This is an optimization exercise on Yosys and OpenROAD, whose aim is small area and a short achievable clock period, not a production implementation.
No functional check of the RTL was part of any run shown here.
Power figures rest on the tool's default switching activity, not on a simulated workload.

<file path="flow/config.mk">
export PLATFORM = sky130hd
export DESIGN_NAME = ternary_sum_nine
export DESIGN_NICKNAME = ternary_sum_nine
export VERILOG_FILES = /design/flow/design.v
export SDC_FILE = /design/flow/constraint.sdc
export NUM_CORES = 4
export LEC_CHECK = 0
export CAP_MARGIN = 20
export CORE_MARGIN = 2
export CORE_UTILIZATION = 40
export SLEW_MARGIN = 20
</file>
<file path="flow/constraint.sdc">
create_clock -name core_clock -period 5.5 [get_ports {clk}]
set_input_delay 1.1000 -clock core_clock [delete_from_list [all_inputs] [get_ports {clk}]]
set_output_delay 1.1000 -clock core_clock [all_outputs]
set_load 0.01 [all_outputs]
</file>
<file path="flow/design.v">
module ternary_sum_nine #(
    parameter WIDTH = 32
) (
    input clk,
    input [WIDTH-1:0] i0,
    input [WIDTH-1:0] i1,
    input [WIDTH-1:0] i2,
    input [WIDTH-1:0] i3,
    input [WIDTH-1:0] i4,
    input [WIDTH-1:0] i5,
    input [WIDTH-1:0] i6,
    input [WIDTH-1:0] i7,
    input [WIDTH-1:0] i8,
    output [WIDTH+4-1:0] o
);
wire fs0, fc0;
wire hs0, hc0;
wire fs1, fc1;
wire fs2, fc2;
wire hs1, hc1;
wire fs3, fc3;
wire fs4, fc4;
wire fs5, fc5;
wire fs6, fc6;
wire fs7, fc7;
wire fs8, fc8;
wire fs9, fc9;
wire fs10, fc10;
wire fs11, fc11;
wire fs12, fc12;
wire fs13, fc13;
wire fs14, fc14;
wire fs15, fc15;
wire fs16, fc16;
wire fs17, fc17;
wire fs18, fc18;
wire fs19, fc19;
wire fs20, fc20;
wire fs21, fc21;
wire fs22, fc22;
wire fs23, fc23;
wire fs24, fc24;
wire fs25, fc25;
wire fs26, fc26;
wire fs27, fc27;
wire fs28, fc28;
wire fs29, fc29;
wire fs30, fc30;
wire fs31, fc31;
wire fs32, fc32;
wire fs33, fc33;
wire fs34, fc34;
wire fs35, fc35;
wire fs36, fc36;
wire fs37, fc37;
wire fs38, fc38;
wire fs39, fc39;
wire fs40, fc40;
wire fs41, fc41;
wire fs42, fc42;
wire fs43, fc43;
wire fs44, fc44;
wire fs45, fc45;
wire fs46, fc46;
wire fs47, fc47;
wire fs48, fc48;
wire fs49, fc49;
wire fs50, fc50;
wire fs51, fc51;
wire fs52, fc52;
wire fs53, fc53;
wire fs54, fc54;
wire fs55, fc55;
wire fs56, fc56;
wire fs57, fc57;
wire fs58, fc58;
wire fs59, fc59;
wire fs60, fc60;
wire fs61, fc61;
wire fs62, fc62;
wire fs63, fc63;
wire fs64, fc64;
wire fs65, fc65;
wire fs66, fc66;
wire fs67, fc67;
wire fs68, fc68;
wire fs69, fc69;
wire fs70, fc70;
wire fs71, fc71;
wire fs72, fc72;
wire fs73, fc73;
wire fs74, fc74;
wire fs75, fc75;
wire fs76, fc76;
wire fs77, fc77;
wire fs78, fc78;
wire fs79, fc79;
wire fs80, fc80;
wire fs81, fc81;
wire fs82, fc82;
wire fs83, fc83;
wire fs84, fc84;
wire fs85, fc85;
wire fs86, fc86;
wire fs87, fc87;
wire fs88, fc88;
wire fs89, fc89;
wire fs90, fc90;
wire fs91, fc91;
wire fs92, fc92;
wire fs93, fc93;
wire fs94, fc94;
wire hs2, hc2;
wire fs95, fc95;
wire fs96, fc96;
wire fs97, fc97;
wire fs98, fc98;
wire fs99, fc99;
wire fs100, fc100;
wire fs101, fc101;
wire fs102, fc102;
wire fs103, fc103;
wire fs104, fc104;
wire fs105, fc105;
wire fs106, fc106;
wire fs107, fc107;
wire fs108, fc108;
wire fs109, fc109;
wire fs110, fc110;
wire fs111, fc111;
wire fs112, fc112;
wire fs113, fc113;
wire fs114, fc114;
wire fs115, fc115;
wire fs116, fc116;
wire fs117, fc117;
wire fs118, fc118;
wire fs119, fc119;
wire fs120, fc120;
wire fs121, fc121;
wire fs122, fc122;
wire fs123, fc123;
wire fs124, fc124;
wire fs125, fc125;
wire fs126, fc126;
wire fs127, fc127;
wire fs128, fc128;
wire fs129, fc129;
wire fs130, fc130;
wire fs131, fc131;
wire fs132, fc132;
wire fs133, fc133;
wire fs134, fc134;
wire fs135, fc135;
wire fs136, fc136;
wire fs137, fc137;
wire fs138, fc138;
wire fs139, fc139;
wire fs140, fc140;
wire fs141, fc141;
wire fs142, fc142;
wire fs143, fc143;
wire fs144, fc144;
wire fs145, fc145;
wire fs146, fc146;
wire fs147, fc147;
wire fs148, fc148;
wire fs149, fc149;
wire fs150, fc150;
wire fs151, fc151;
wire fs152, fc152;
wire fs153, fc153;
wire fs154, fc154;
wire hs3, hc3;
wire hs4, hc4;
wire fs155, fc155;
wire fs156, fc156;
wire fs157, fc157;
wire fs158, fc158;
wire fs159, fc159;
wire fs160, fc160;
wire fs161, fc161;
wire fs162, fc162;
wire fs163, fc163;
wire fs164, fc164;
wire fs165, fc165;
wire fs166, fc166;
wire fs167, fc167;
wire fs168, fc168;
wire fs169, fc169;
wire fs170, fc170;
wire fs171, fc171;
wire fs172, fc172;
wire fs173, fc173;
wire fs174, fc174;
wire fs175, fc175;
wire fs176, fc176;
wire fs177, fc177;
wire fs178, fc178;
wire fs179, fc179;
wire fs180, fc180;
wire fs181, fc181;
wire fs182, fc182;
wire fs183, fc183;
wire fs184, fc184;
wire fs185, fc185;
wire fs186, fc186;
reg r1_c0_0;
reg r1_c0_1;
reg r1_c0_2;
reg r1_c1_0;
reg r1_c1_1;
reg r1_c1_2;
reg r1_c2_0;
reg r1_c2_1;
reg r1_c2_2;
reg r1_c3_0;
reg r1_c3_1;
reg r1_c3_2;
reg r1_c4_0;
reg r1_c4_1;
reg r1_c4_2;
reg r1_c5_0;
reg r1_c5_1;
reg r1_c5_2;
reg r1_c6_0;
reg r1_c6_1;
reg r1_c6_2;
reg r1_c7_0;
reg r1_c7_1;
reg r1_c7_2;
reg r1_c8_0;
reg r1_c8_1;
reg r1_c8_2;
reg r1_c9_0;
reg r1_c9_1;
reg r1_c9_2;
reg r1_c10_0;
reg r1_c10_1;
reg r1_c10_2;
reg r1_c11_0;
reg r1_c11_1;
reg r1_c11_2;
reg r1_c12_0;
reg r1_c12_1;
reg r1_c12_2;
reg r1_c13_0;
reg r1_c13_1;
reg r1_c13_2;
reg r1_c14_0;
reg r1_c14_1;
reg r1_c14_2;
reg r1_c15_0;
reg r1_c15_1;
reg r1_c15_2;
reg r1_c16_0;
reg r1_c16_1;
reg r1_c16_2;
reg r1_c17_0;
reg r1_c17_1;
reg r1_c17_2;
reg r1_c18_0;
reg r1_c18_1;
reg r1_c18_2;
reg r1_c19_0;
reg r1_c19_1;
reg r1_c19_2;
reg r1_c20_0;
reg r1_c20_1;
reg r1_c20_2;
reg r1_c21_0;
reg r1_c21_1;
reg r1_c21_2;
reg r1_c22_0;
reg r1_c22_1;
reg r1_c22_2;
reg r1_c23_0;
reg r1_c23_1;
reg r1_c23_2;
reg r1_c24_0;
reg r1_c24_1;
reg r1_c24_2;
reg r1_c25_0;
reg r1_c25_1;
reg r1_c25_2;
reg r1_c26_0;
reg r1_c26_1;
reg r1_c26_2;
reg r1_c27_0;
reg r1_c27_1;
reg r1_c27_2;
reg r1_c28_0;
reg r1_c28_1;
reg r1_c28_2;
reg r1_c29_0;
reg r1_c29_1;
reg r1_c29_2;
reg r1_c30_0;
reg r1_c30_1;
reg r1_c30_2;
reg r1_c31_0;
reg r1_c31_1;
reg r1_c31_2;
reg r1_c32_0;
reg r1_c32_1;
reg r1_c32_2;
reg r1_c33_0;
reg r1_c33_1;
wire hs5, hc5;
wire fs187, fc187;
wire fs188, fc188;
wire fs189, fc189;
wire fs190, fc190;
wire fs191, fc191;
wire fs192, fc192;
wire fs193, fc193;
wire fs194, fc194;
wire fs195, fc195;
wire fs196, fc196;
wire fs197, fc197;
wire fs198, fc198;
wire fs199, fc199;
wire fs200, fc200;
wire fs201, fc201;
wire fs202, fc202;
wire fs203, fc203;
wire fs204, fc204;
wire fs205, fc205;
wire fs206, fc206;
wire fs207, fc207;
wire fs208, fc208;
wire fs209, fc209;
wire fs210, fc210;
wire fs211, fc211;
wire fs212, fc212;
wire fs213, fc213;
wire fs214, fc214;
wire fs215, fc215;
wire fs216, fc216;
wire fs217, fc217;
wire fs218, fc218;
wire hs6, hc6;
wire [35:0] row_a, row_b;
reg [35:0] o_r;
assign fs0 = i0[0] ^ i1[0] ^ i2[0];
assign fc0 = (i0[0] & i1[0]) | (i0[0] & i2[0]) | (i1[0] & i2[0]);
assign hs0 = i3[0] ^ i4[0];
assign hc0 = i3[0] & i4[0];
assign fs1 = i0[1] ^ i1[1] ^ i2[1];
assign fc1 = (i0[1] & i1[1]) | (i0[1] & i2[1]) | (i1[1] & i2[1]);
assign fs2 = i3[1] ^ i4[1] ^ i5[1];
assign fc2 = (i3[1] & i4[1]) | (i3[1] & i5[1]) | (i4[1] & i5[1]);
assign hs1 = i6[1] ^ i7[1];
assign hc1 = i6[1] & i7[1];
assign fs3 = i0[2] ^ i1[2] ^ i2[2];
assign fc3 = (i0[2] & i1[2]) | (i0[2] & i2[2]) | (i1[2] & i2[2]);
assign fs4 = i3[2] ^ i4[2] ^ i5[2];
assign fc4 = (i3[2] & i4[2]) | (i3[2] & i5[2]) | (i4[2] & i5[2]);
assign fs5 = i6[2] ^ i7[2] ^ i8[2];
assign fc5 = (i6[2] & i7[2]) | (i6[2] & i8[2]) | (i7[2] & i8[2]);
assign fs6 = i0[3] ^ i1[3] ^ i2[3];
assign fc6 = (i0[3] & i1[3]) | (i0[3] & i2[3]) | (i1[3] & i2[3]);
assign fs7 = i3[3] ^ i4[3] ^ i5[3];
assign fc7 = (i3[3] & i4[3]) | (i3[3] & i5[3]) | (i4[3] & i5[3]);
assign fs8 = i6[3] ^ i7[3] ^ i8[3];
assign fc8 = (i6[3] & i7[3]) | (i6[3] & i8[3]) | (i7[3] & i8[3]);
assign fs9 = i0[4] ^ i1[4] ^ i2[4];
assign fc9 = (i0[4] & i1[4]) | (i0[4] & i2[4]) | (i1[4] & i2[4]);
assign fs10 = i3[4] ^ i4[4] ^ i5[4];
assign fc10 = (i3[4] & i4[4]) | (i3[4] & i5[4]) | (i4[4] & i5[4]);
assign fs11 = i6[4] ^ i7[4] ^ i8[4];
assign fc11 = (i6[4] & i7[4]) | (i6[4] & i8[4]) | (i7[4] & i8[4]);
assign fs12 = i0[5] ^ i1[5] ^ i2[5];
assign fc12 = (i0[5] & i1[5]) | (i0[5] & i2[5]) | (i1[5] & i2[5]);
assign fs13 = i3[5] ^ i4[5] ^ i5[5];
assign fc13 = (i3[5] & i4[5]) | (i3[5] & i5[5]) | (i4[5] & i5[5]);
assign fs14 = i6[5] ^ i7[5] ^ i8[5];
assign fc14 = (i6[5] & i7[5]) | (i6[5] & i8[5]) | (i7[5] & i8[5]);
assign fs15 = i0[6] ^ i1[6] ^ i2[6];
assign fc15 = (i0[6] & i1[6]) | (i0[6] & i2[6]) | (i1[6] & i2[6]);
assign fs16 = i3[6] ^ i4[6] ^ i5[6];
assign fc16 = (i3[6] & i4[6]) | (i3[6] & i5[6]) | (i4[6] & i5[6]);
assign fs17 = i6[6] ^ i7[6] ^ i8[6];
assign fc17 = (i6[6] & i7[6]) | (i6[6] & i8[6]) | (i7[6] & i8[6]);
assign fs18 = i0[7] ^ i1[7] ^ i2[7];
assign fc18 = (i0[7] & i1[7]) | (i0[7] & i2[7]) | (i1[7] & i2[7]);
assign fs19 = i3[7] ^ i4[7] ^ i5[7];
assign fc19 = (i3[7] & i4[7]) | (i3[7] & i5[7]) | (i4[7] & i5[7]);
assign fs20 = i6[7] ^ i7[7] ^ i8[7];
assign fc20 = (i6[7] & i7[7]) | (i6[7] & i8[7]) | (i7[7] & i8[7]);
assign fs21 = i0[8] ^ i1[8] ^ i2[8];
assign fc21 = (i0[8] & i1[8]) | (i0[8] & i2[8]) | (i1[8] & i2[8]);
assign fs22 = i3[8] ^ i4[8] ^ i5[8];
assign fc22 = (i3[8] & i4[8]) | (i3[8] & i5[8]) | (i4[8] & i5[8]);
assign fs23 = i6[8] ^ i7[8] ^ i8[8];
assign fc23 = (i6[8] & i7[8]) | (i6[8] & i8[8]) | (i7[8] & i8[8]);
assign fs24 = i0[9] ^ i1[9] ^ i2[9];
assign fc24 = (i0[9] & i1[9]) | (i0[9] & i2[9]) | (i1[9] & i2[9]);
assign fs25 = i3[9] ^ i4[9] ^ i5[9];
assign fc25 = (i3[9] & i4[9]) | (i3[9] & i5[9]) | (i4[9] & i5[9]);
assign fs26 = i6[9] ^ i7[9] ^ i8[9];
assign fc26 = (i6[9] & i7[9]) | (i6[9] & i8[9]) | (i7[9] & i8[9]);
assign fs27 = i0[10] ^ i1[10] ^ i2[10];
assign fc27 = (i0[10] & i1[10]) | (i0[10] & i2[10]) | (i1[10] & i2[10]);
assign fs28 = i3[10] ^ i4[10] ^ i5[10];
assign fc28 = (i3[10] & i4[10]) | (i3[10] & i5[10]) | (i4[10] & i5[10]);
assign fs29 = i6[10] ^ i7[10] ^ i8[10];
assign fc29 = (i6[10] & i7[10]) | (i6[10] & i8[10]) | (i7[10] & i8[10]);
assign fs30 = i0[11] ^ i1[11] ^ i2[11];
assign fc30 = (i0[11] & i1[11]) | (i0[11] & i2[11]) | (i1[11] & i2[11]);
assign fs31 = i3[11] ^ i4[11] ^ i5[11];
assign fc31 = (i3[11] & i4[11]) | (i3[11] & i5[11]) | (i4[11] & i5[11]);
assign fs32 = i6[11] ^ i7[11] ^ i8[11];
assign fc32 = (i6[11] & i7[11]) | (i6[11] & i8[11]) | (i7[11] & i8[11]);
assign fs33 = i0[12] ^ i1[12] ^ i2[12];
assign fc33 = (i0[12] & i1[12]) | (i0[12] & i2[12]) | (i1[12] & i2[12]);
assign fs34 = i3[12] ^ i4[12] ^ i5[12];
assign fc34 = (i3[12] & i4[12]) | (i3[12] & i5[12]) | (i4[12] & i5[12]);
assign fs35 = i6[12] ^ i7[12] ^ i8[12];
assign fc35 = (i6[12] & i7[12]) | (i6[12] & i8[12]) | (i7[12] & i8[12]);
assign fs36 = i0[13] ^ i1[13] ^ i2[13];
assign fc36 = (i0[13] & i1[13]) | (i0[13] & i2[13]) | (i1[13] & i2[13]);
assign fs37 = i3[13] ^ i4[13] ^ i5[13];
assign fc37 = (i3[13] & i4[13]) | (i3[13] & i5[13]) | (i4[13] & i5[13]);
assign fs38 = i6[13] ^ i7[13] ^ i8[13];
assign fc38 = (i6[13] & i7[13]) | (i6[13] & i8[13]) | (i7[13] & i8[13]);
assign fs39 = i0[14] ^ i1[14] ^ i2[14];
assign fc39 = (i0[14] & i1[14]) | (i0[14] & i2[14]) | (i1[14] & i2[14]);
assign fs40 = i3[14] ^ i4[14] ^ i5[14];
assign fc40 = (i3[14] & i4[14]) | (i3[14] & i5[14]) | (i4[14] & i5[14]);
assign fs41 = i6[14] ^ i7[14] ^ i8[14];
assign fc41 = (i6[14] & i7[14]) | (i6[14] & i8[14]) | (i7[14] & i8[14]);
assign fs42 = i0[15] ^ i1[15] ^ i2[15];
assign fc42 = (i0[15] & i1[15]) | (i0[15] & i2[15]) | (i1[15] & i2[15]);
assign fs43 = i3[15] ^ i4[15] ^ i5[15];
assign fc43 = (i3[15] & i4[15]) | (i3[15] & i5[15]) | (i4[15] & i5[15]);
assign fs44 = i6[15] ^ i7[15] ^ i8[15];
assign fc44 = (i6[15] & i7[15]) | (i6[15] & i8[15]) | (i7[15] & i8[15]);
assign fs45 = i0[16] ^ i1[16] ^ i2[16];
assign fc45 = (i0[16] & i1[16]) | (i0[16] & i2[16]) | (i1[16] & i2[16]);
assign fs46 = i3[16] ^ i4[16] ^ i5[16];
assign fc46 = (i3[16] & i4[16]) | (i3[16] & i5[16]) | (i4[16] & i5[16]);
assign fs47 = i6[16] ^ i7[16] ^ i8[16];
assign fc47 = (i6[16] & i7[16]) | (i6[16] & i8[16]) | (i7[16] & i8[16]);
assign fs48 = i0[17] ^ i1[17] ^ i2[17];
assign fc48 = (i0[17] & i1[17]) | (i0[17] & i2[17]) | (i1[17] & i2[17]);
assign fs49 = i3[17] ^ i4[17] ^ i5[17];
assign fc49 = (i3[17] & i4[17]) | (i3[17] & i5[17]) | (i4[17] & i5[17]);
assign fs50 = i6[17] ^ i7[17] ^ i8[17];
assign fc50 = (i6[17] & i7[17]) | (i6[17] & i8[17]) | (i7[17] & i8[17]);
assign fs51 = i0[18] ^ i1[18] ^ i2[18];
assign fc51 = (i0[18] & i1[18]) | (i0[18] & i2[18]) | (i1[18] & i2[18]);
assign fs52 = i3[18] ^ i4[18] ^ i5[18];
assign fc52 = (i3[18] & i4[18]) | (i3[18] & i5[18]) | (i4[18] & i5[18]);
assign fs53 = i6[18] ^ i7[18] ^ i8[18];
assign fc53 = (i6[18] & i7[18]) | (i6[18] & i8[18]) | (i7[18] & i8[18]);
assign fs54 = i0[19] ^ i1[19] ^ i2[19];
assign fc54 = (i0[19] & i1[19]) | (i0[19] & i2[19]) | (i1[19] & i2[19]);
assign fs55 = i3[19] ^ i4[19] ^ i5[19];
assign fc55 = (i3[19] & i4[19]) | (i3[19] & i5[19]) | (i4[19] & i5[19]);
assign fs56 = i6[19] ^ i7[19] ^ i8[19];
assign fc56 = (i6[19] & i7[19]) | (i6[19] & i8[19]) | (i7[19] & i8[19]);
assign fs57 = i0[20] ^ i1[20] ^ i2[20];
assign fc57 = (i0[20] & i1[20]) | (i0[20] & i2[20]) | (i1[20] & i2[20]);
assign fs58 = i3[20] ^ i4[20] ^ i5[20];
assign fc58 = (i3[20] & i4[20]) | (i3[20] & i5[20]) | (i4[20] & i5[20]);
assign fs59 = i6[20] ^ i7[20] ^ i8[20];
assign fc59 = (i6[20] & i7[20]) | (i6[20] & i8[20]) | (i7[20] & i8[20]);
assign fs60 = i0[21] ^ i1[21] ^ i2[21];
assign fc60 = (i0[21] & i1[21]) | (i0[21] & i2[21]) | (i1[21] & i2[21]);
assign fs61 = i3[21] ^ i4[21] ^ i5[21];
assign fc61 = (i3[21] & i4[21]) | (i3[21] & i5[21]) | (i4[21] & i5[21]);
assign fs62 = i6[21] ^ i7[21] ^ i8[21];
assign fc62 = (i6[21] & i7[21]) | (i6[21] & i8[21]) | (i7[21] & i8[21]);
assign fs63 = i0[22] ^ i1[22] ^ i2[22];
assign fc63 = (i0[22] & i1[22]) | (i0[22] & i2[22]) | (i1[22] & i2[22]);
assign fs64 = i3[22] ^ i4[22] ^ i5[22];
assign fc64 = (i3[22] & i4[22]) | (i3[22] & i5[22]) | (i4[22] & i5[22]);
assign fs65 = i6[22] ^ i7[22] ^ i8[22];
assign fc65 = (i6[22] & i7[22]) | (i6[22] & i8[22]) | (i7[22] & i8[22]);
assign fs66 = i0[23] ^ i1[23] ^ i2[23];
assign fc66 = (i0[23] & i1[23]) | (i0[23] & i2[23]) | (i1[23] & i2[23]);
assign fs67 = i3[23] ^ i4[23] ^ i5[23];
assign fc67 = (i3[23] & i4[23]) | (i3[23] & i5[23]) | (i4[23] & i5[23]);
assign fs68 = i6[23] ^ i7[23] ^ i8[23];
assign fc68 = (i6[23] & i7[23]) | (i6[23] & i8[23]) | (i7[23] & i8[23]);
assign fs69 = i0[24] ^ i1[24] ^ i2[24];
assign fc69 = (i0[24] & i1[24]) | (i0[24] & i2[24]) | (i1[24] & i2[24]);
assign fs70 = i3[24] ^ i4[24] ^ i5[24];
assign fc70 = (i3[24] & i4[24]) | (i3[24] & i5[24]) | (i4[24] & i5[24]);
assign fs71 = i6[24] ^ i7[24] ^ i8[24];
assign fc71 = (i6[24] & i7[24]) | (i6[24] & i8[24]) | (i7[24] & i8[24]);
assign fs72 = i0[25] ^ i1[25] ^ i2[25];
assign fc72 = (i0[25] & i1[25]) | (i0[25] & i2[25]) | (i1[25] & i2[25]);
assign fs73 = i3[25] ^ i4[25] ^ i5[25];
assign fc73 = (i3[25] & i4[25]) | (i3[25] & i5[25]) | (i4[25] & i5[25]);
assign fs74 = i6[25] ^ i7[25] ^ i8[25];
assign fc74 = (i6[25] & i7[25]) | (i6[25] & i8[25]) | (i7[25] & i8[25]);
assign fs75 = i0[26] ^ i1[26] ^ i2[26];
assign fc75 = (i0[26] & i1[26]) | (i0[26] & i2[26]) | (i1[26] & i2[26]);
assign fs76 = i3[26] ^ i4[26] ^ i5[26];
assign fc76 = (i3[26] & i4[26]) | (i3[26] & i5[26]) | (i4[26] & i5[26]);
assign fs77 = i6[26] ^ i7[26] ^ i8[26];
assign fc77 = (i6[26] & i7[26]) | (i6[26] & i8[26]) | (i7[26] & i8[26]);
assign fs78 = i0[27] ^ i1[27] ^ i2[27];
assign fc78 = (i0[27] & i1[27]) | (i0[27] & i2[27]) | (i1[27] & i2[27]);
assign fs79 = i3[27] ^ i4[27] ^ i5[27];
assign fc79 = (i3[27] & i4[27]) | (i3[27] & i5[27]) | (i4[27] & i5[27]);
assign fs80 = i6[27] ^ i7[27] ^ i8[27];
assign fc80 = (i6[27] & i7[27]) | (i6[27] & i8[27]) | (i7[27] & i8[27]);
assign fs81 = i0[28] ^ i1[28] ^ i2[28];
assign fc81 = (i0[28] & i1[28]) | (i0[28] & i2[28]) | (i1[28] & i2[28]);
assign fs82 = i3[28] ^ i4[28] ^ i5[28];
assign fc82 = (i3[28] & i4[28]) | (i3[28] & i5[28]) | (i4[28] & i5[28]);
assign fs83 = i6[28] ^ i7[28] ^ i8[28];
assign fc83 = (i6[28] & i7[28]) | (i6[28] & i8[28]) | (i7[28] & i8[28]);
assign fs84 = i0[29] ^ i1[29] ^ i2[29];
assign fc84 = (i0[29] & i1[29]) | (i0[29] & i2[29]) | (i1[29] & i2[29]);
assign fs85 = i3[29] ^ i4[29] ^ i5[29];
assign fc85 = (i3[29] & i4[29]) | (i3[29] & i5[29]) | (i4[29] & i5[29]);
assign fs86 = i6[29] ^ i7[29] ^ i8[29];
assign fc86 = (i6[29] & i7[29]) | (i6[29] & i8[29]) | (i7[29] & i8[29]);
assign fs87 = i0[30] ^ i1[30] ^ i2[30];
assign fc87 = (i0[30] & i1[30]) | (i0[30] & i2[30]) | (i1[30] & i2[30]);
assign fs88 = i3[30] ^ i4[30] ^ i5[30];
assign fc88 = (i3[30] & i4[30]) | (i3[30] & i5[30]) | (i4[30] & i5[30]);
assign fs89 = i6[30] ^ i7[30] ^ i8[30];
assign fc89 = (i6[30] & i7[30]) | (i6[30] & i8[30]) | (i7[30] & i8[30]);
assign fs90 = i0[31] ^ i1[31] ^ i2[31];
assign fc90 = (i0[31] & i1[31]) | (i0[31] & i2[31]) | (i1[31] & i2[31]);
assign fs91 = i3[31] ^ i4[31] ^ i5[31];
assign fc91 = (i3[31] & i4[31]) | (i3[31] & i5[31]) | (i4[31] & i5[31]);
assign fs92 = i6[31] ^ i7[31] ^ i8[31];
assign fc92 = (i6[31] & i7[31]) | (i6[31] & i8[31]) | (i7[31] & i8[31]);
assign fs93 = fs0 ^ hs0 ^ i5[0];
assign fc93 = (fs0 & hs0) | (fs0 & i5[0]) | (hs0 & i5[0]);
assign fs94 = fs1 ^ fs2 ^ hs1;
assign fc94 = (fs1 & fs2) | (fs1 & hs1) | (fs2 & hs1);
assign hs2 = i8[1] ^ fc0;
assign hc2 = i8[1] & fc0;
assign fs95 = fs3 ^ fs4 ^ fs5;
assign fc95 = (fs3 & fs4) | (fs3 & fs5) | (fs4 & fs5);
assign fs96 = fc1 ^ fc2 ^ hc1;
assign fc96 = (fc1 & fc2) | (fc1 & hc1) | (fc2 & hc1);
assign fs97 = fs6 ^ fs7 ^ fs8;
assign fc97 = (fs6 & fs7) | (fs6 & fs8) | (fs7 & fs8);
assign fs98 = fc3 ^ fc4 ^ fc5;
assign fc98 = (fc3 & fc4) | (fc3 & fc5) | (fc4 & fc5);
assign fs99 = fs9 ^ fs10 ^ fs11;
assign fc99 = (fs9 & fs10) | (fs9 & fs11) | (fs10 & fs11);
assign fs100 = fc6 ^ fc7 ^ fc8;
assign fc100 = (fc6 & fc7) | (fc6 & fc8) | (fc7 & fc8);
assign fs101 = fs12 ^ fs13 ^ fs14;
assign fc101 = (fs12 & fs13) | (fs12 & fs14) | (fs13 & fs14);
assign fs102 = fc9 ^ fc10 ^ fc11;
assign fc102 = (fc9 & fc10) | (fc9 & fc11) | (fc10 & fc11);
assign fs103 = fs15 ^ fs16 ^ fs17;
assign fc103 = (fs15 & fs16) | (fs15 & fs17) | (fs16 & fs17);
assign fs104 = fc12 ^ fc13 ^ fc14;
assign fc104 = (fc12 & fc13) | (fc12 & fc14) | (fc13 & fc14);
assign fs105 = fs18 ^ fs19 ^ fs20;
assign fc105 = (fs18 & fs19) | (fs18 & fs20) | (fs19 & fs20);
assign fs106 = fc15 ^ fc16 ^ fc17;
assign fc106 = (fc15 & fc16) | (fc15 & fc17) | (fc16 & fc17);
assign fs107 = fs21 ^ fs22 ^ fs23;
assign fc107 = (fs21 & fs22) | (fs21 & fs23) | (fs22 & fs23);
assign fs108 = fc18 ^ fc19 ^ fc20;
assign fc108 = (fc18 & fc19) | (fc18 & fc20) | (fc19 & fc20);
assign fs109 = fs24 ^ fs25 ^ fs26;
assign fc109 = (fs24 & fs25) | (fs24 & fs26) | (fs25 & fs26);
assign fs110 = fc21 ^ fc22 ^ fc23;
assign fc110 = (fc21 & fc22) | (fc21 & fc23) | (fc22 & fc23);
assign fs111 = fs27 ^ fs28 ^ fs29;
assign fc111 = (fs27 & fs28) | (fs27 & fs29) | (fs28 & fs29);
assign fs112 = fc24 ^ fc25 ^ fc26;
assign fc112 = (fc24 & fc25) | (fc24 & fc26) | (fc25 & fc26);
assign fs113 = fs30 ^ fs31 ^ fs32;
assign fc113 = (fs30 & fs31) | (fs30 & fs32) | (fs31 & fs32);
assign fs114 = fc27 ^ fc28 ^ fc29;
assign fc114 = (fc27 & fc28) | (fc27 & fc29) | (fc28 & fc29);
assign fs115 = fs33 ^ fs34 ^ fs35;
assign fc115 = (fs33 & fs34) | (fs33 & fs35) | (fs34 & fs35);
assign fs116 = fc30 ^ fc31 ^ fc32;
assign fc116 = (fc30 & fc31) | (fc30 & fc32) | (fc31 & fc32);
assign fs117 = fs36 ^ fs37 ^ fs38;
assign fc117 = (fs36 & fs37) | (fs36 & fs38) | (fs37 & fs38);
assign fs118 = fc33 ^ fc34 ^ fc35;
assign fc118 = (fc33 & fc34) | (fc33 & fc35) | (fc34 & fc35);
assign fs119 = fs39 ^ fs40 ^ fs41;
assign fc119 = (fs39 & fs40) | (fs39 & fs41) | (fs40 & fs41);
assign fs120 = fc36 ^ fc37 ^ fc38;
assign fc120 = (fc36 & fc37) | (fc36 & fc38) | (fc37 & fc38);
assign fs121 = fs42 ^ fs43 ^ fs44;
assign fc121 = (fs42 & fs43) | (fs42 & fs44) | (fs43 & fs44);
assign fs122 = fc39 ^ fc40 ^ fc41;
assign fc122 = (fc39 & fc40) | (fc39 & fc41) | (fc40 & fc41);
assign fs123 = fs45 ^ fs46 ^ fs47;
assign fc123 = (fs45 & fs46) | (fs45 & fs47) | (fs46 & fs47);
assign fs124 = fc42 ^ fc43 ^ fc44;
assign fc124 = (fc42 & fc43) | (fc42 & fc44) | (fc43 & fc44);
assign fs125 = fs48 ^ fs49 ^ fs50;
assign fc125 = (fs48 & fs49) | (fs48 & fs50) | (fs49 & fs50);
assign fs126 = fc45 ^ fc46 ^ fc47;
assign fc126 = (fc45 & fc46) | (fc45 & fc47) | (fc46 & fc47);
assign fs127 = fs51 ^ fs52 ^ fs53;
assign fc127 = (fs51 & fs52) | (fs51 & fs53) | (fs52 & fs53);
assign fs128 = fc48 ^ fc49 ^ fc50;
assign fc128 = (fc48 & fc49) | (fc48 & fc50) | (fc49 & fc50);
assign fs129 = fs54 ^ fs55 ^ fs56;
assign fc129 = (fs54 & fs55) | (fs54 & fs56) | (fs55 & fs56);
assign fs130 = fc51 ^ fc52 ^ fc53;
assign fc130 = (fc51 & fc52) | (fc51 & fc53) | (fc52 & fc53);
assign fs131 = fs57 ^ fs58 ^ fs59;
assign fc131 = (fs57 & fs58) | (fs57 & fs59) | (fs58 & fs59);
assign fs132 = fc54 ^ fc55 ^ fc56;
assign fc132 = (fc54 & fc55) | (fc54 & fc56) | (fc55 & fc56);
assign fs133 = fs60 ^ fs61 ^ fs62;
assign fc133 = (fs60 & fs61) | (fs60 & fs62) | (fs61 & fs62);
assign fs134 = fc57 ^ fc58 ^ fc59;
assign fc134 = (fc57 & fc58) | (fc57 & fc59) | (fc58 & fc59);
assign fs135 = fs63 ^ fs64 ^ fs65;
assign fc135 = (fs63 & fs64) | (fs63 & fs65) | (fs64 & fs65);
assign fs136 = fc60 ^ fc61 ^ fc62;
assign fc136 = (fc60 & fc61) | (fc60 & fc62) | (fc61 & fc62);
assign fs137 = fs66 ^ fs67 ^ fs68;
assign fc137 = (fs66 & fs67) | (fs66 & fs68) | (fs67 & fs68);
assign fs138 = fc63 ^ fc64 ^ fc65;
assign fc138 = (fc63 & fc64) | (fc63 & fc65) | (fc64 & fc65);
assign fs139 = fs69 ^ fs70 ^ fs71;
assign fc139 = (fs69 & fs70) | (fs69 & fs71) | (fs70 & fs71);
assign fs140 = fc66 ^ fc67 ^ fc68;
assign fc140 = (fc66 & fc67) | (fc66 & fc68) | (fc67 & fc68);
assign fs141 = fs72 ^ fs73 ^ fs74;
assign fc141 = (fs72 & fs73) | (fs72 & fs74) | (fs73 & fs74);
assign fs142 = fc69 ^ fc70 ^ fc71;
assign fc142 = (fc69 & fc70) | (fc69 & fc71) | (fc70 & fc71);
assign fs143 = fs75 ^ fs76 ^ fs77;
assign fc143 = (fs75 & fs76) | (fs75 & fs77) | (fs76 & fs77);
assign fs144 = fc72 ^ fc73 ^ fc74;
assign fc144 = (fc72 & fc73) | (fc72 & fc74) | (fc73 & fc74);
assign fs145 = fs78 ^ fs79 ^ fs80;
assign fc145 = (fs78 & fs79) | (fs78 & fs80) | (fs79 & fs80);
assign fs146 = fc75 ^ fc76 ^ fc77;
assign fc146 = (fc75 & fc76) | (fc75 & fc77) | (fc76 & fc77);
assign fs147 = fs81 ^ fs82 ^ fs83;
assign fc147 = (fs81 & fs82) | (fs81 & fs83) | (fs82 & fs83);
assign fs148 = fc78 ^ fc79 ^ fc80;
assign fc148 = (fc78 & fc79) | (fc78 & fc80) | (fc79 & fc80);
assign fs149 = fs84 ^ fs85 ^ fs86;
assign fc149 = (fs84 & fs85) | (fs84 & fs86) | (fs85 & fs86);
assign fs150 = fc81 ^ fc82 ^ fc83;
assign fc150 = (fc81 & fc82) | (fc81 & fc83) | (fc82 & fc83);
assign fs151 = fs87 ^ fs88 ^ fs89;
assign fc151 = (fs87 & fs88) | (fs87 & fs89) | (fs88 & fs89);
assign fs152 = fc84 ^ fc85 ^ fc86;
assign fc152 = (fc84 & fc85) | (fc84 & fc86) | (fc85 & fc86);
assign fs153 = fs90 ^ fs91 ^ fs92;
assign fc153 = (fs90 & fs91) | (fs90 & fs92) | (fs91 & fs92);
assign fs154 = fc87 ^ fc88 ^ fc89;
assign fc154 = (fc87 & fc88) | (fc87 & fc89) | (fc88 & fc89);
assign hs3 = fc90 ^ fc91;
assign hc3 = fc90 & fc91;
assign hs4 = fs93 ^ i6[0];
assign hc4 = fs93 & i6[0];
assign fs155 = fs94 ^ hs2 ^ hc0;
assign fc155 = (fs94 & hs2) | (fs94 & hc0) | (hs2 & hc0);
assign fs156 = fs95 ^ fs96 ^ fc94;
assign fc156 = (fs95 & fs96) | (fs95 & fc94) | (fs96 & fc94);
assign fs157 = fs97 ^ fs98 ^ fc95;
assign fc157 = (fs97 & fs98) | (fs97 & fc95) | (fs98 & fc95);
assign fs158 = fs99 ^ fs100 ^ fc97;
assign fc158 = (fs99 & fs100) | (fs99 & fc97) | (fs100 & fc97);
assign fs159 = fs101 ^ fs102 ^ fc99;
assign fc159 = (fs101 & fs102) | (fs101 & fc99) | (fs102 & fc99);
assign fs160 = fs103 ^ fs104 ^ fc101;
assign fc160 = (fs103 & fs104) | (fs103 & fc101) | (fs104 & fc101);
assign fs161 = fs105 ^ fs106 ^ fc103;
assign fc161 = (fs105 & fs106) | (fs105 & fc103) | (fs106 & fc103);
assign fs162 = fs107 ^ fs108 ^ fc105;
assign fc162 = (fs107 & fs108) | (fs107 & fc105) | (fs108 & fc105);
assign fs163 = fs109 ^ fs110 ^ fc107;
assign fc163 = (fs109 & fs110) | (fs109 & fc107) | (fs110 & fc107);
assign fs164 = fs111 ^ fs112 ^ fc109;
assign fc164 = (fs111 & fs112) | (fs111 & fc109) | (fs112 & fc109);
assign fs165 = fs113 ^ fs114 ^ fc111;
assign fc165 = (fs113 & fs114) | (fs113 & fc111) | (fs114 & fc111);
assign fs166 = fs115 ^ fs116 ^ fc113;
assign fc166 = (fs115 & fs116) | (fs115 & fc113) | (fs116 & fc113);
assign fs167 = fs117 ^ fs118 ^ fc115;
assign fc167 = (fs117 & fs118) | (fs117 & fc115) | (fs118 & fc115);
assign fs168 = fs119 ^ fs120 ^ fc117;
assign fc168 = (fs119 & fs120) | (fs119 & fc117) | (fs120 & fc117);
assign fs169 = fs121 ^ fs122 ^ fc119;
assign fc169 = (fs121 & fs122) | (fs121 & fc119) | (fs122 & fc119);
assign fs170 = fs123 ^ fs124 ^ fc121;
assign fc170 = (fs123 & fs124) | (fs123 & fc121) | (fs124 & fc121);
assign fs171 = fs125 ^ fs126 ^ fc123;
assign fc171 = (fs125 & fs126) | (fs125 & fc123) | (fs126 & fc123);
assign fs172 = fs127 ^ fs128 ^ fc125;
assign fc172 = (fs127 & fs128) | (fs127 & fc125) | (fs128 & fc125);
assign fs173 = fs129 ^ fs130 ^ fc127;
assign fc173 = (fs129 & fs130) | (fs129 & fc127) | (fs130 & fc127);
assign fs174 = fs131 ^ fs132 ^ fc129;
assign fc174 = (fs131 & fs132) | (fs131 & fc129) | (fs132 & fc129);
assign fs175 = fs133 ^ fs134 ^ fc131;
assign fc175 = (fs133 & fs134) | (fs133 & fc131) | (fs134 & fc131);
assign fs176 = fs135 ^ fs136 ^ fc133;
assign fc176 = (fs135 & fs136) | (fs135 & fc133) | (fs136 & fc133);
assign fs177 = fs137 ^ fs138 ^ fc135;
assign fc177 = (fs137 & fs138) | (fs137 & fc135) | (fs138 & fc135);
assign fs178 = fs139 ^ fs140 ^ fc137;
assign fc178 = (fs139 & fs140) | (fs139 & fc137) | (fs140 & fc137);
assign fs179 = fs141 ^ fs142 ^ fc139;
assign fc179 = (fs141 & fs142) | (fs141 & fc139) | (fs142 & fc139);
assign fs180 = fs143 ^ fs144 ^ fc141;
assign fc180 = (fs143 & fs144) | (fs143 & fc141) | (fs144 & fc141);
assign fs181 = fs145 ^ fs146 ^ fc143;
assign fc181 = (fs145 & fs146) | (fs145 & fc143) | (fs146 & fc143);
assign fs182 = fs147 ^ fs148 ^ fc145;
assign fc182 = (fs147 & fs148) | (fs147 & fc145) | (fs148 & fc145);
assign fs183 = fs149 ^ fs150 ^ fc147;
assign fc183 = (fs149 & fs150) | (fs149 & fc147) | (fs150 & fc147);
assign fs184 = fs151 ^ fs152 ^ fc149;
assign fc184 = (fs151 & fs152) | (fs151 & fc149) | (fs152 & fc149);
assign fs185 = fs153 ^ fs154 ^ fc151;
assign fc185 = (fs153 & fs154) | (fs153 & fc151) | (fs154 & fc151);
assign fs186 = hs3 ^ fc92 ^ fc153;
assign fc186 = (hs3 & fc92) | (hs3 & fc153) | (fc92 & fc153);
assign hs5 = r1_c0_0 ^ r1_c0_1;
assign hc5 = r1_c0_0 & r1_c0_1;
assign fs187 = r1_c1_0 ^ r1_c1_1 ^ r1_c1_2;
assign fc187 = (r1_c1_0 & r1_c1_1) | (r1_c1_0 & r1_c1_2) | (r1_c1_1 & r1_c1_2);
assign fs188 = r1_c2_0 ^ r1_c2_1 ^ r1_c2_2;
assign fc188 = (r1_c2_0 & r1_c2_1) | (r1_c2_0 & r1_c2_2) | (r1_c2_1 & r1_c2_2);
assign fs189 = r1_c3_0 ^ r1_c3_1 ^ r1_c3_2;
assign fc189 = (r1_c3_0 & r1_c3_1) | (r1_c3_0 & r1_c3_2) | (r1_c3_1 & r1_c3_2);
assign fs190 = r1_c4_0 ^ r1_c4_1 ^ r1_c4_2;
assign fc190 = (r1_c4_0 & r1_c4_1) | (r1_c4_0 & r1_c4_2) | (r1_c4_1 & r1_c4_2);
assign fs191 = r1_c5_0 ^ r1_c5_1 ^ r1_c5_2;
assign fc191 = (r1_c5_0 & r1_c5_1) | (r1_c5_0 & r1_c5_2) | (r1_c5_1 & r1_c5_2);
assign fs192 = r1_c6_0 ^ r1_c6_1 ^ r1_c6_2;
assign fc192 = (r1_c6_0 & r1_c6_1) | (r1_c6_0 & r1_c6_2) | (r1_c6_1 & r1_c6_2);
assign fs193 = r1_c7_0 ^ r1_c7_1 ^ r1_c7_2;
assign fc193 = (r1_c7_0 & r1_c7_1) | (r1_c7_0 & r1_c7_2) | (r1_c7_1 & r1_c7_2);
assign fs194 = r1_c8_0 ^ r1_c8_1 ^ r1_c8_2;
assign fc194 = (r1_c8_0 & r1_c8_1) | (r1_c8_0 & r1_c8_2) | (r1_c8_1 & r1_c8_2);
assign fs195 = r1_c9_0 ^ r1_c9_1 ^ r1_c9_2;
assign fc195 = (r1_c9_0 & r1_c9_1) | (r1_c9_0 & r1_c9_2) | (r1_c9_1 & r1_c9_2);
assign fs196 = r1_c10_0 ^ r1_c10_1 ^ r1_c10_2;
assign fc196 = (r1_c10_0 & r1_c10_1) | (r1_c10_0 & r1_c10_2) | (r1_c10_1 & r1_c10_2);
assign fs197 = r1_c11_0 ^ r1_c11_1 ^ r1_c11_2;
assign fc197 = (r1_c11_0 & r1_c11_1) | (r1_c11_0 & r1_c11_2) | (r1_c11_1 & r1_c11_2);
assign fs198 = r1_c12_0 ^ r1_c12_1 ^ r1_c12_2;
assign fc198 = (r1_c12_0 & r1_c12_1) | (r1_c12_0 & r1_c12_2) | (r1_c12_1 & r1_c12_2);
assign fs199 = r1_c13_0 ^ r1_c13_1 ^ r1_c13_2;
assign fc199 = (r1_c13_0 & r1_c13_1) | (r1_c13_0 & r1_c13_2) | (r1_c13_1 & r1_c13_2);
assign fs200 = r1_c14_0 ^ r1_c14_1 ^ r1_c14_2;
assign fc200 = (r1_c14_0 & r1_c14_1) | (r1_c14_0 & r1_c14_2) | (r1_c14_1 & r1_c14_2);
assign fs201 = r1_c15_0 ^ r1_c15_1 ^ r1_c15_2;
assign fc201 = (r1_c15_0 & r1_c15_1) | (r1_c15_0 & r1_c15_2) | (r1_c15_1 & r1_c15_2);
assign fs202 = r1_c16_0 ^ r1_c16_1 ^ r1_c16_2;
assign fc202 = (r1_c16_0 & r1_c16_1) | (r1_c16_0 & r1_c16_2) | (r1_c16_1 & r1_c16_2);
assign fs203 = r1_c17_0 ^ r1_c17_1 ^ r1_c17_2;
assign fc203 = (r1_c17_0 & r1_c17_1) | (r1_c17_0 & r1_c17_2) | (r1_c17_1 & r1_c17_2);
assign fs204 = r1_c18_0 ^ r1_c18_1 ^ r1_c18_2;
assign fc204 = (r1_c18_0 & r1_c18_1) | (r1_c18_0 & r1_c18_2) | (r1_c18_1 & r1_c18_2);
assign fs205 = r1_c19_0 ^ r1_c19_1 ^ r1_c19_2;
assign fc205 = (r1_c19_0 & r1_c19_1) | (r1_c19_0 & r1_c19_2) | (r1_c19_1 & r1_c19_2);
assign fs206 = r1_c20_0 ^ r1_c20_1 ^ r1_c20_2;
assign fc206 = (r1_c20_0 & r1_c20_1) | (r1_c20_0 & r1_c20_2) | (r1_c20_1 & r1_c20_2);
assign fs207 = r1_c21_0 ^ r1_c21_1 ^ r1_c21_2;
assign fc207 = (r1_c21_0 & r1_c21_1) | (r1_c21_0 & r1_c21_2) | (r1_c21_1 & r1_c21_2);
assign fs208 = r1_c22_0 ^ r1_c22_1 ^ r1_c22_2;
assign fc208 = (r1_c22_0 & r1_c22_1) | (r1_c22_0 & r1_c22_2) | (r1_c22_1 & r1_c22_2);
assign fs209 = r1_c23_0 ^ r1_c23_1 ^ r1_c23_2;
assign fc209 = (r1_c23_0 & r1_c23_1) | (r1_c23_0 & r1_c23_2) | (r1_c23_1 & r1_c23_2);
assign fs210 = r1_c24_0 ^ r1_c24_1 ^ r1_c24_2;
assign fc210 = (r1_c24_0 & r1_c24_1) | (r1_c24_0 & r1_c24_2) | (r1_c24_1 & r1_c24_2);
assign fs211 = r1_c25_0 ^ r1_c25_1 ^ r1_c25_2;
assign fc211 = (r1_c25_0 & r1_c25_1) | (r1_c25_0 & r1_c25_2) | (r1_c25_1 & r1_c25_2);
assign fs212 = r1_c26_0 ^ r1_c26_1 ^ r1_c26_2;
assign fc212 = (r1_c26_0 & r1_c26_1) | (r1_c26_0 & r1_c26_2) | (r1_c26_1 & r1_c26_2);
assign fs213 = r1_c27_0 ^ r1_c27_1 ^ r1_c27_2;
assign fc213 = (r1_c27_0 & r1_c27_1) | (r1_c27_0 & r1_c27_2) | (r1_c27_1 & r1_c27_2);
assign fs214 = r1_c28_0 ^ r1_c28_1 ^ r1_c28_2;
assign fc214 = (r1_c28_0 & r1_c28_1) | (r1_c28_0 & r1_c28_2) | (r1_c28_1 & r1_c28_2);
assign fs215 = r1_c29_0 ^ r1_c29_1 ^ r1_c29_2;
assign fc215 = (r1_c29_0 & r1_c29_1) | (r1_c29_0 & r1_c29_2) | (r1_c29_1 & r1_c29_2);
assign fs216 = r1_c30_0 ^ r1_c30_1 ^ r1_c30_2;
assign fc216 = (r1_c30_0 & r1_c30_1) | (r1_c30_0 & r1_c30_2) | (r1_c30_1 & r1_c30_2);
assign fs217 = r1_c31_0 ^ r1_c31_1 ^ r1_c31_2;
assign fc217 = (r1_c31_0 & r1_c31_1) | (r1_c31_0 & r1_c31_2) | (r1_c31_1 & r1_c31_2);
assign fs218 = r1_c32_0 ^ r1_c32_1 ^ r1_c32_2;
assign fc218 = (r1_c32_0 & r1_c32_1) | (r1_c32_0 & r1_c32_2) | (r1_c32_1 & r1_c32_2);
assign hs6 = r1_c33_0 ^ r1_c33_1;
assign hc6 = r1_c33_0 & r1_c33_1;
assign row_a = {1'b0, hc6, hs6, fs218, fs217, fs216, fs215, fs214, fs213, fs212, fs211, fs210, fs209, fs208, fs207, fs206, fs205, fs204, fs203, fs202, fs201, fs200, fs199, fs198, fs197, fs196, fs195, fs194, fs193, fs192, fs191, fs190, fs189, fs188, fs187, hs5};
assign row_b = {1'b0, 1'b0, fc218, fc217, fc216, fc215, fc214, fc213, fc212, fc211, fc210, fc209, fc208, fc207, fc206, fc205, fc204, fc203, fc202, fc201, fc200, fc199, fc198, fc197, fc196, fc195, fc194, fc193, fc192, fc191, fc190, fc189, fc188, fc187, hc5, r1_c0_2};
always @(posedge clk) begin
    r1_c0_0 <= hs4;
    r1_c0_1 <= i7[0];
    r1_c0_2 <= i8[0];
    r1_c1_0 <= fs155;
    r1_c1_1 <= fc93;
    r1_c1_2 <= hc4;
    r1_c2_0 <= fs156;
    r1_c2_1 <= hc2;
    r1_c2_2 <= fc155;
    r1_c3_0 <= fs157;
    r1_c3_1 <= fc96;
    r1_c3_2 <= fc156;
    r1_c4_0 <= fs158;
    r1_c4_1 <= fc98;
    r1_c4_2 <= fc157;
    r1_c5_0 <= fs159;
    r1_c5_1 <= fc100;
    r1_c5_2 <= fc158;
    r1_c6_0 <= fs160;
    r1_c6_1 <= fc102;
    r1_c6_2 <= fc159;
    r1_c7_0 <= fs161;
    r1_c7_1 <= fc104;
    r1_c7_2 <= fc160;
    r1_c8_0 <= fs162;
    r1_c8_1 <= fc106;
    r1_c8_2 <= fc161;
    r1_c9_0 <= fs163;
    r1_c9_1 <= fc108;
    r1_c9_2 <= fc162;
    r1_c10_0 <= fs164;
    r1_c10_1 <= fc110;
    r1_c10_2 <= fc163;
    r1_c11_0 <= fs165;
    r1_c11_1 <= fc112;
    r1_c11_2 <= fc164;
    r1_c12_0 <= fs166;
    r1_c12_1 <= fc114;
    r1_c12_2 <= fc165;
    r1_c13_0 <= fs167;
    r1_c13_1 <= fc116;
    r1_c13_2 <= fc166;
    r1_c14_0 <= fs168;
    r1_c14_1 <= fc118;
    r1_c14_2 <= fc167;
    r1_c15_0 <= fs169;
    r1_c15_1 <= fc120;
    r1_c15_2 <= fc168;
    r1_c16_0 <= fs170;
    r1_c16_1 <= fc122;
    r1_c16_2 <= fc169;
    r1_c17_0 <= fs171;
    r1_c17_1 <= fc124;
    r1_c17_2 <= fc170;
    r1_c18_0 <= fs172;
    r1_c18_1 <= fc126;
    r1_c18_2 <= fc171;
    r1_c19_0 <= fs173;
    r1_c19_1 <= fc128;
    r1_c19_2 <= fc172;
    r1_c20_0 <= fs174;
    r1_c20_1 <= fc130;
    r1_c20_2 <= fc173;
    r1_c21_0 <= fs175;
    r1_c21_1 <= fc132;
    r1_c21_2 <= fc174;
    r1_c22_0 <= fs176;
    r1_c22_1 <= fc134;
    r1_c22_2 <= fc175;
    r1_c23_0 <= fs177;
    r1_c23_1 <= fc136;
    r1_c23_2 <= fc176;
    r1_c24_0 <= fs178;
    r1_c24_1 <= fc138;
    r1_c24_2 <= fc177;
    r1_c25_0 <= fs179;
    r1_c25_1 <= fc140;
    r1_c25_2 <= fc178;
    r1_c26_0 <= fs180;
    r1_c26_1 <= fc142;
    r1_c26_2 <= fc179;
    r1_c27_0 <= fs181;
    r1_c27_1 <= fc144;
    r1_c27_2 <= fc180;
    r1_c28_0 <= fs182;
    r1_c28_1 <= fc146;
    r1_c28_2 <= fc181;
    r1_c29_0 <= fs183;
    r1_c29_1 <= fc148;
    r1_c29_2 <= fc182;
    r1_c30_0 <= fs184;
    r1_c30_1 <= fc150;
    r1_c30_2 <= fc183;
    r1_c31_0 <= fs185;
    r1_c31_1 <= fc152;
    r1_c31_2 <= fc184;
    r1_c32_0 <= fs186;
    r1_c32_1 <= fc154;
    r1_c32_2 <= fc185;
    r1_c33_0 <= hc3;
    r1_c33_1 <= fc186;
    o_r <= row_a + row_b;
end
assign o = o_r;
endmodule
</file>
<file path="flow/run.sh">
#!/bin/bash
# synth_recipe.tcl (not shown) runs the flow's synth.tcl, then flattens the netlist and writes it again
# the make line also repeats each setting of config.mk as NAME=value (left out here)
make -C /OpenROAD-flow-scripts/flow DESIGN_CONFIG=/design/flow/config.mk WORK_HOME=/design/flow/orfs CLKGATE_MAP_FILE= SYNTH_SCRIPT=/design/flow/synth_recipe.tcl finish
</file>
==> flow_metrics.tcl, run 1 <==
set metrics [dict create \
    multi_input_comb_area_sq_um 6230 \
    netlist_area_sq_um 9980 \
    whs_ps 459 \
    first_pass_iters 4 \
    rsz0062_at_grt "false" \
    die_y_um 162 \
    fmax_mhz 319 \
    power_leakage_nw 6.54 \
    final_common_cell "clkdlybuf4s50_1" \
    timing.final.ws_setup_ps 2360 \
    yosysWarnings 1 \
    syn_to_final_growth_pct 42.1 \
    cts_tree "done" \
    drv_slew 0 \
    routed_wl_mm 20.7 \
    rr_worst_depth 10 \
    cts_buffers 17 \
    dp_slack_ps 2070 \
    synth_top_area_cell "fa_1" \
    crit_required_ps 5780 \
    cpPeakStageDelay_ps 520 \
    place_inst 1502 \
    hold_buffers 0 \
    reg2reg_from "r1_c1_0" \
    netlist_instances 863 \
    track_usage_pct 16.9 \
    routed_via_density 4.39 \
    ctsResizeCount 0 \
    die_w_um 162 \
    avgSynthCellArea_sq_um 11.6 \
    crit_chain "fa_1, ha_1, a21o_1, a21oi_1, o211ai_1, o211ai_1, nand2_1, a311oi_1, o41ai_1, xor2_1" \
    min_from "r1_c0_2" \
    crit_path_start_kind "register" \
    drc 0 \
    insertion_delay_ps 420 \
    worstPathMaxFanout 4 \
    reg2reg_slack_ps 2360 \
    fin_tns_setup_ps 0 \
    p_sw_share_pct 41.9 \
    grt_max_degree 17 \
    criticalPathCategory "register to register" \
    period_minus_slack_ps 3140 \
    clockBufferDepth 2 \
    synth_top_flop_cell "dfxtp_1" \
    finish.utilization_pct 58.2 \
    max_slew_margin_pct 69.9 \
    numClockSinks 137 \
    tightest_slew_ps 447 \
    vdd_drop_max_uv 299 \
    vias 6730 \
    nets 1747 \
    grt_first_pass_wirelength_mm 35.0 \
    worst-endpoint-arrival_ps 3420 \
    overflow 0 \
    nFillCells 2122 \
    largest_reg_flops 36 \
    syn-num-nets 1413 \
    finalNonFillerCells 1534 \
    start_util_pct 40.9 \
    hold_path_end "o_r[0]" \
    synth.top_cell.area_share_pct 44.1 \
    power.share.sequential_pct 21.3 \
    first_global_vias 7602 \
    place_hpwl_mm 18.6 \
    wl_per_cell_um 13.5 \
    io_pins 325 \
    cpMostUsedCell "o211ai_1" \
    diodes 0 \
    rows 57 \
    p_int_mw 4.56 \
    pwr-share-clk_pct 14.9 \
    maxCapViolCount 0 \
    ys_types 49 \
    yosysSeqAreaShare_pct 27.5 \
    crit_slowest_cell "fa_1" \
    timing.rr.end "o_r[23]" \
    status "no timing/DRC/antenna violations" \
    async_flop_share_pct 0 \
    antenna_found_initial 0 \
    holdCritPathClass "register to register" \
    drt-initial-drc-count 157 \
    hold_viol_final 0 \
    postRouteAntennaNets 0 \
    p_per_area_nw_per_um2 553 \
    core_sq_um 24400 \
    cp-end-kind "register" \
    synth_edf_count 0 \
    synth-seq-cells 137 \
    setup_viol 0 \
    power_frac_comb_pct 63.8 \
    root_buffer "clkbuf_16" \
    finalClockSkew_ps 5.86 \
    power.switching_mw 3.28 \
    portBuffers 324 \
    htree_levels 4 \
    gp_congestion 0.801 \
    postCtsSetupBuffers 0 \
    min_path_cells 1 \
    dieArea_sq_um 26200 \
    clk_pin_slew_ps 60 \
    final_cell_mix "clkdlybuf4s50_1 (324), inv_1 (253), fa_1 (220)" \
    regArea_sq_um 2740 \
    synth_area_leaders "fa_1 (44%), dfxtp_1 (27%), inv_1 (9.5%)" \
    finalCritPeriodShare_pct 57.1 \
    drive_above_1_share_pct 3.72 \
    regMostFlops "o_r" \
]
==> cells in the mapped netlist (3+ instances only) <==
library cell / count
a31oi_1: 3
buf_2: 4
xor2_1: 12
o21bai_1: 6
ha_1: 41
and3_1: 5
nor2b_1: 3
a211o_1: 3
nor3_1: 4
nand3_1: 6
a211oi_1: 3
inv_1: 253
o211ai_1: 3
a21o_1: 19
fa_1: 220
nor2_1: 17
o21ai_0: 14
nand2_1: 19
o21a_1: 3
a21oi_1: 31
nand4_1: 6
dfxtp_1: 137
xnor2_1: 18
==> worst max-delay path by stage <==
stage                  from  endpoint  slack (ps)  depth (start not counted)
global placement     i0[17]  r1_c17_0        2060                          6
finish              r1_c1_0   o_r[23]        2360                         10
global route        r1_c1_0   o_r[34]        2150                         11
detailed placement   i0[17]  r1_c17_0        2070                          6
CTS                 r1_c1_0   o_r[35]        2340                         10
floorplan             i0[2]   r1_c2_0        2710                          5
==> per-layer routing <==
| metal | vias up | routed length, um | GRT usage [%] |
|---|---|---|---|
| li1 | 3231 | - | - |
| met2 | 192 | 10900 | 30.6 |
| met1 | 3284 | 8040 | 19.8 |
| met5 | - | 0 | 0 |
| met4 | 0 | 337 | 4.51 |
| met3 | 23 | 1450 | 4.52 |
==> kinds of logic (layout without fill, tap and decap cells) <==
| kind of cell | after synthesis | count (layout) | share of synthesized area, % |
|---|---|---|---|
| flip-flops | 137 | 137 | 27.5 |
| buffers and inverters | 262 | 609 | 10.1 |
| AND/OR/NAND/NOR | 69 | 69 | 3.47 |
| XOR/XNOR | 30 | 30 | 2.63 |
| adder cells (fa/ha/maj) | 261 | 261 | 49.3 |
| AO/OA/AOI/OAI | 103 | 103 | 6.97 |
| multiplexers | 1 | 1 | 0.113 |
==> power by group through the flow <==
stage,registers (mW),logic (mW),clock network [mW]
after floorplan,1.74,3.55,0
after global placement,1.70,5.01,0
after detailed placement,1.70,5.02,0
after CTS,1.68,5.08,1.20
after global routing,1.72,5.70,1.24
final,1.67,5.00,1.17
==> cell type report <==
cell class | count | share of cell area (%)
Clock buffer | 19 | 3.12
Clock inverter | 13 | 1.19
Inverter | 253 | 6.69
Multi-Input combinational cell | 464 | 43.9
Sequential cell | 137 | 19.3
Tap cell | 324 | 2.86
Timing Repair Buffer | 324 | 22.9
==> through the flow <==
stage	cell area, sq um	power [mW]
floorplan	9980	5.29
global placement	13600	6.70
detailed placement	13600	6.72
CTS	14200	7.97
global route	14200	8.66
finish	14200	7.84
==> worst max-delay path, delay by kind of cell, from the launching register on <==
kind / cells / cell delay (ps)
AOI/OAI and AO/OA: 6 / 1510
xor gates and xnor gates: 1 / 150
adders and majority gates: 2 / 840
DFF: 1 / 320
and+or+nand+nor: 1 / 170
==> run 2, diff against run 1 <==
==> flow/flow/run.sh (new file) <==
#!/bin/bash
set -e
export BUFFER_PORTS_ARGS="-buffer_cell sky130_fd_sc_hd__buf_1"
bash standard.sh > standard.log 2>&1
==> flow/standard.sh (new file) <==
#!/bin/bash
# synth_recipe.tcl (not shown) runs the flow's synth.tcl, then flattens the netlist and writes it again
# the make line also repeats each setting of config.mk as NAME=value (left out here)
make -C /OpenROAD-flow-scripts/flow DESIGN_CONFIG=/design/flow/config.mk WORK_HOME=/design/flow/orfs CLKGATE_MAP_FILE= SYNTH_SCRIPT=/design/flow/synth_recipe.tcl "${@:-finish}"
removed: flow/run.sh
==> flow_metrics.tcl, run 2 <==
set metrics [dict create \
    status "no timing/DRC/antenna violations" \
    synth.most_common_cell "inv_1" \
    crit_chain "fa_1, ha_1, a21o_1, a21oi_1, o211ai_1, o211ai_1, a2111oi_2, o31ai_1, a21oi_1, o21a_1" \
    setup_viol 0 \
    cp-end-kind "register" \
    synthTopCellsByCount "inv_1 (253), fa_1 (220), dfxtp_1 (137)" \
    largest_reg_flops 36 \
    routed_via_density 4.33 \
    crit_path_start_kind "register" \
    io_pins 325 \
    final_common_cell "buf_1" \
    ctsResizeCount 0 \
    avgSynthCellArea_sq_um 11.6 \
    path_delay_family "compound AO/OA/AOI/OAI gates" \
    postRouteAntennaNets 0 \
    finalClockSkew_ps 7.41 \
    period_minus_slack_ps 3090 \
    yosysWarnings 1 \
    dieArea_sq_um 26200 \
    regMostFlops "o_r" \
    max_slew_margin_pct 67.9 \
    criticalPathCategory "register to register" \
    die_y_um 162 \
    p_total_mw 7.44 \
    first_pass_iters 4 \
    maxCapViolCount 0 \
    hold_buffers 0 \
    syn-num-nets 1413 \
    ys_types 49 \
    drt-initial-drc-count 131 \
    wl_per_cell_um 12.2 \
    async_flop_share_pct 0 \
    drv_slew 0 \
    netlist_area_sq_um 9980 \
    cts_tree "done" \
    tightest_slew_ps 478 \
    fmax_mhz 323 \
    holdCritPathClass "register to register" \
    first_global_vias 7268 \
    nets 1747 \
    finalCritPeriodShare_pct 56.3 \
    worstPathMaxFanout 4 \
    place_hpwl_mm 16.9 \
    vias 6642 \
    insertion_delay_ps 420 \
    yosysSeqAreaShare_pct 27.5 \
    finalNonFillerCells 1534 \
    vdd_drop_max_uv 252 \
    synth_top_area_cell "fa_1" \
    grt_max_degree 17 \
    crit_required_ps 5820 \
    fin_tns_setup_ps 0 \
    drive_above_1_share_pct 3.80 \
    synth_area_leaders "fa_1 (44%), dfxtp_1 (27%), inv_1 (9.5%)" \
    crit_slowest_cell "fa_1" \
    synth-seq-cells 137 \
    synth.top_cell.area_share_pct 44.1 \
    routed_wl_mm 18.7 \
    numClockSinks 137 \
    start_util_pct 40.9 \
    place_inst 1502 \
    fin_area_sq_um 12100 \
    antenna_found_initial 0 \
    clockBufferDepth 2 \
    die_w_um 162 \
    netlist_instances 863 \
    root_buffer "clkbuf_16" \
    p_per_area_nw_per_um2 613 \
    synth_edf_count 0 \
    drc 0 \
    rsz0062_at_grt "false" \
    cts_buffers 17 \
    overflow 0 \
    postCtsSetupBuffers 0 \
    grt_first_pass_wirelength_mm 32.2 \
    gp_congestion 0.796 \
    syn_to_final_growth_pct 21.5 \
    rows 57 \
    hold_viol_final 0 \
    worst-endpoint-arrival_ps 3410 \
    cpPeakStageDelay_ps 480 \
    placed_area_sq_um 11500 \
    final_cell_mix "buf_1 (324), inv_1 (253), fa_1 (220)" \
    core_sq_um 24400 \
    cp_num_buf_inv 0 \
    htree_levels 4 \
    power_leakage_nw 5.65 \
    diodes 0 \
    portBuffers 324 \
    track_usage_pct 15.6 \
    synth_top_flop_cell "dfxtp_1" \
    clk_pin_slew_ps 70 \
]
-- run 2: power breakdown --
| group | switching [mW] | leakage [nW] | internal [mW] |
|---|---|---|---|
| clock network | 0.487 | 0.284 | 0.605 |
| registers | 0.184 | 1.16 | 1.49 |
| logic | 2.64 | 4.21 | 2.03 |
| total | 3.31 | 5.65 | 4.13 |
-- run 2: logic make-up after synthesis --
| group | share of synthesized area, % |
|---|---|
| muxes | 0.113 |
| and+or+nand+nor | 3.47 |
| DFF | 27.5 |
| AOI/OAI and AO/OA | 6.97 |
| buffers and inverters | 10.1 |
| xor gates and xnor gates | 2.63 |
| adders and majority gates | 49.3 |
-- run 2: final timing paths --
path,from,to,slack (ps),cells past startpoint
worst max-delay path,r1_c4_0,o_r[35],2410,10
worst min-delay path,r1_c0_2,o_r[0],480,1
worst max register to register,r1_c4_0,o_r[35],2410,10
worst min register to register,r1_c0_2,o_r[0],480,1
-- run 2: cell type report --
cell class / instances / area, sq um
Clock buffer: 17 / 425
Clock inverter: 15 / 158
Fill cell: 2291 / 12300
Inverter: 253 / 950
Multi-Input combinational cell: 464 / 6230
Sequential cell: 137 / 2740
Tap cell: 324 / 405
Timing Repair Buffer: 324 / 1220
-- run 2: per-stage QoR --
| step | setup WS (ps) | hold WS (ps) | util (%) |
|---|---|---|---|
| CTS | 2370 | 489 | 49.7 |
| global route | 2180 | 496 | 49.7 |
| global placement | 2430 | 441 | 47.3 |
| finish | 2410 | 482 | 49.7 |
| floorplan | 2710 | 432 | - |
| detailed placement | 2390 | 457 | 47.3 |
-- run 2: routing by layer --
layer / routed length [um] / vias to the layer above / track usage [%]
met4: 123 / 0 / 3.46
met1: 7210 / 3195 / 18.6
met5: 0 / - / 0
met3: 1380 / 9 / 3.98
li1: - / 3235 / -
met2: 10000 / 203 / 28.2

-- what the ideal ports hide --
How much do the figures lean on ideal ports? The routed layouts below were timed once more, with nothing changed but the port constraints.
Step 1 sets driving cells, clkbuf_16 on the clock port and buf_2 on the other inputs (assumed; they add their load-dependent delay and slew).
Step 2 times the ports against the registers' clock, not the clock port: input delays grow and output delays shrink by t, the midpoint of the rising clock arrivals with the driver on.
Slacks: ideal / step 1 / step 2; pairs: ideal / step 1.
| run | t, ns | setup slack, ns | worst data-port slew with drivers (ns) | cell pins on the clock port's net |
|---|---|---|---|---|
| run 1 | 0.457 | 2.362 / 2.362 / 2.092 | 0.06 | 1 |
| run 2 | 0.464 | 2.406 / 2.406 / 2.406 | 0.04 | 1 |
After both steps setup and hold are still met in every run listed. The setup slack of run 1, which loses most, moves by 0.000 ns with the drivers and by -0.270 ns with both steps.
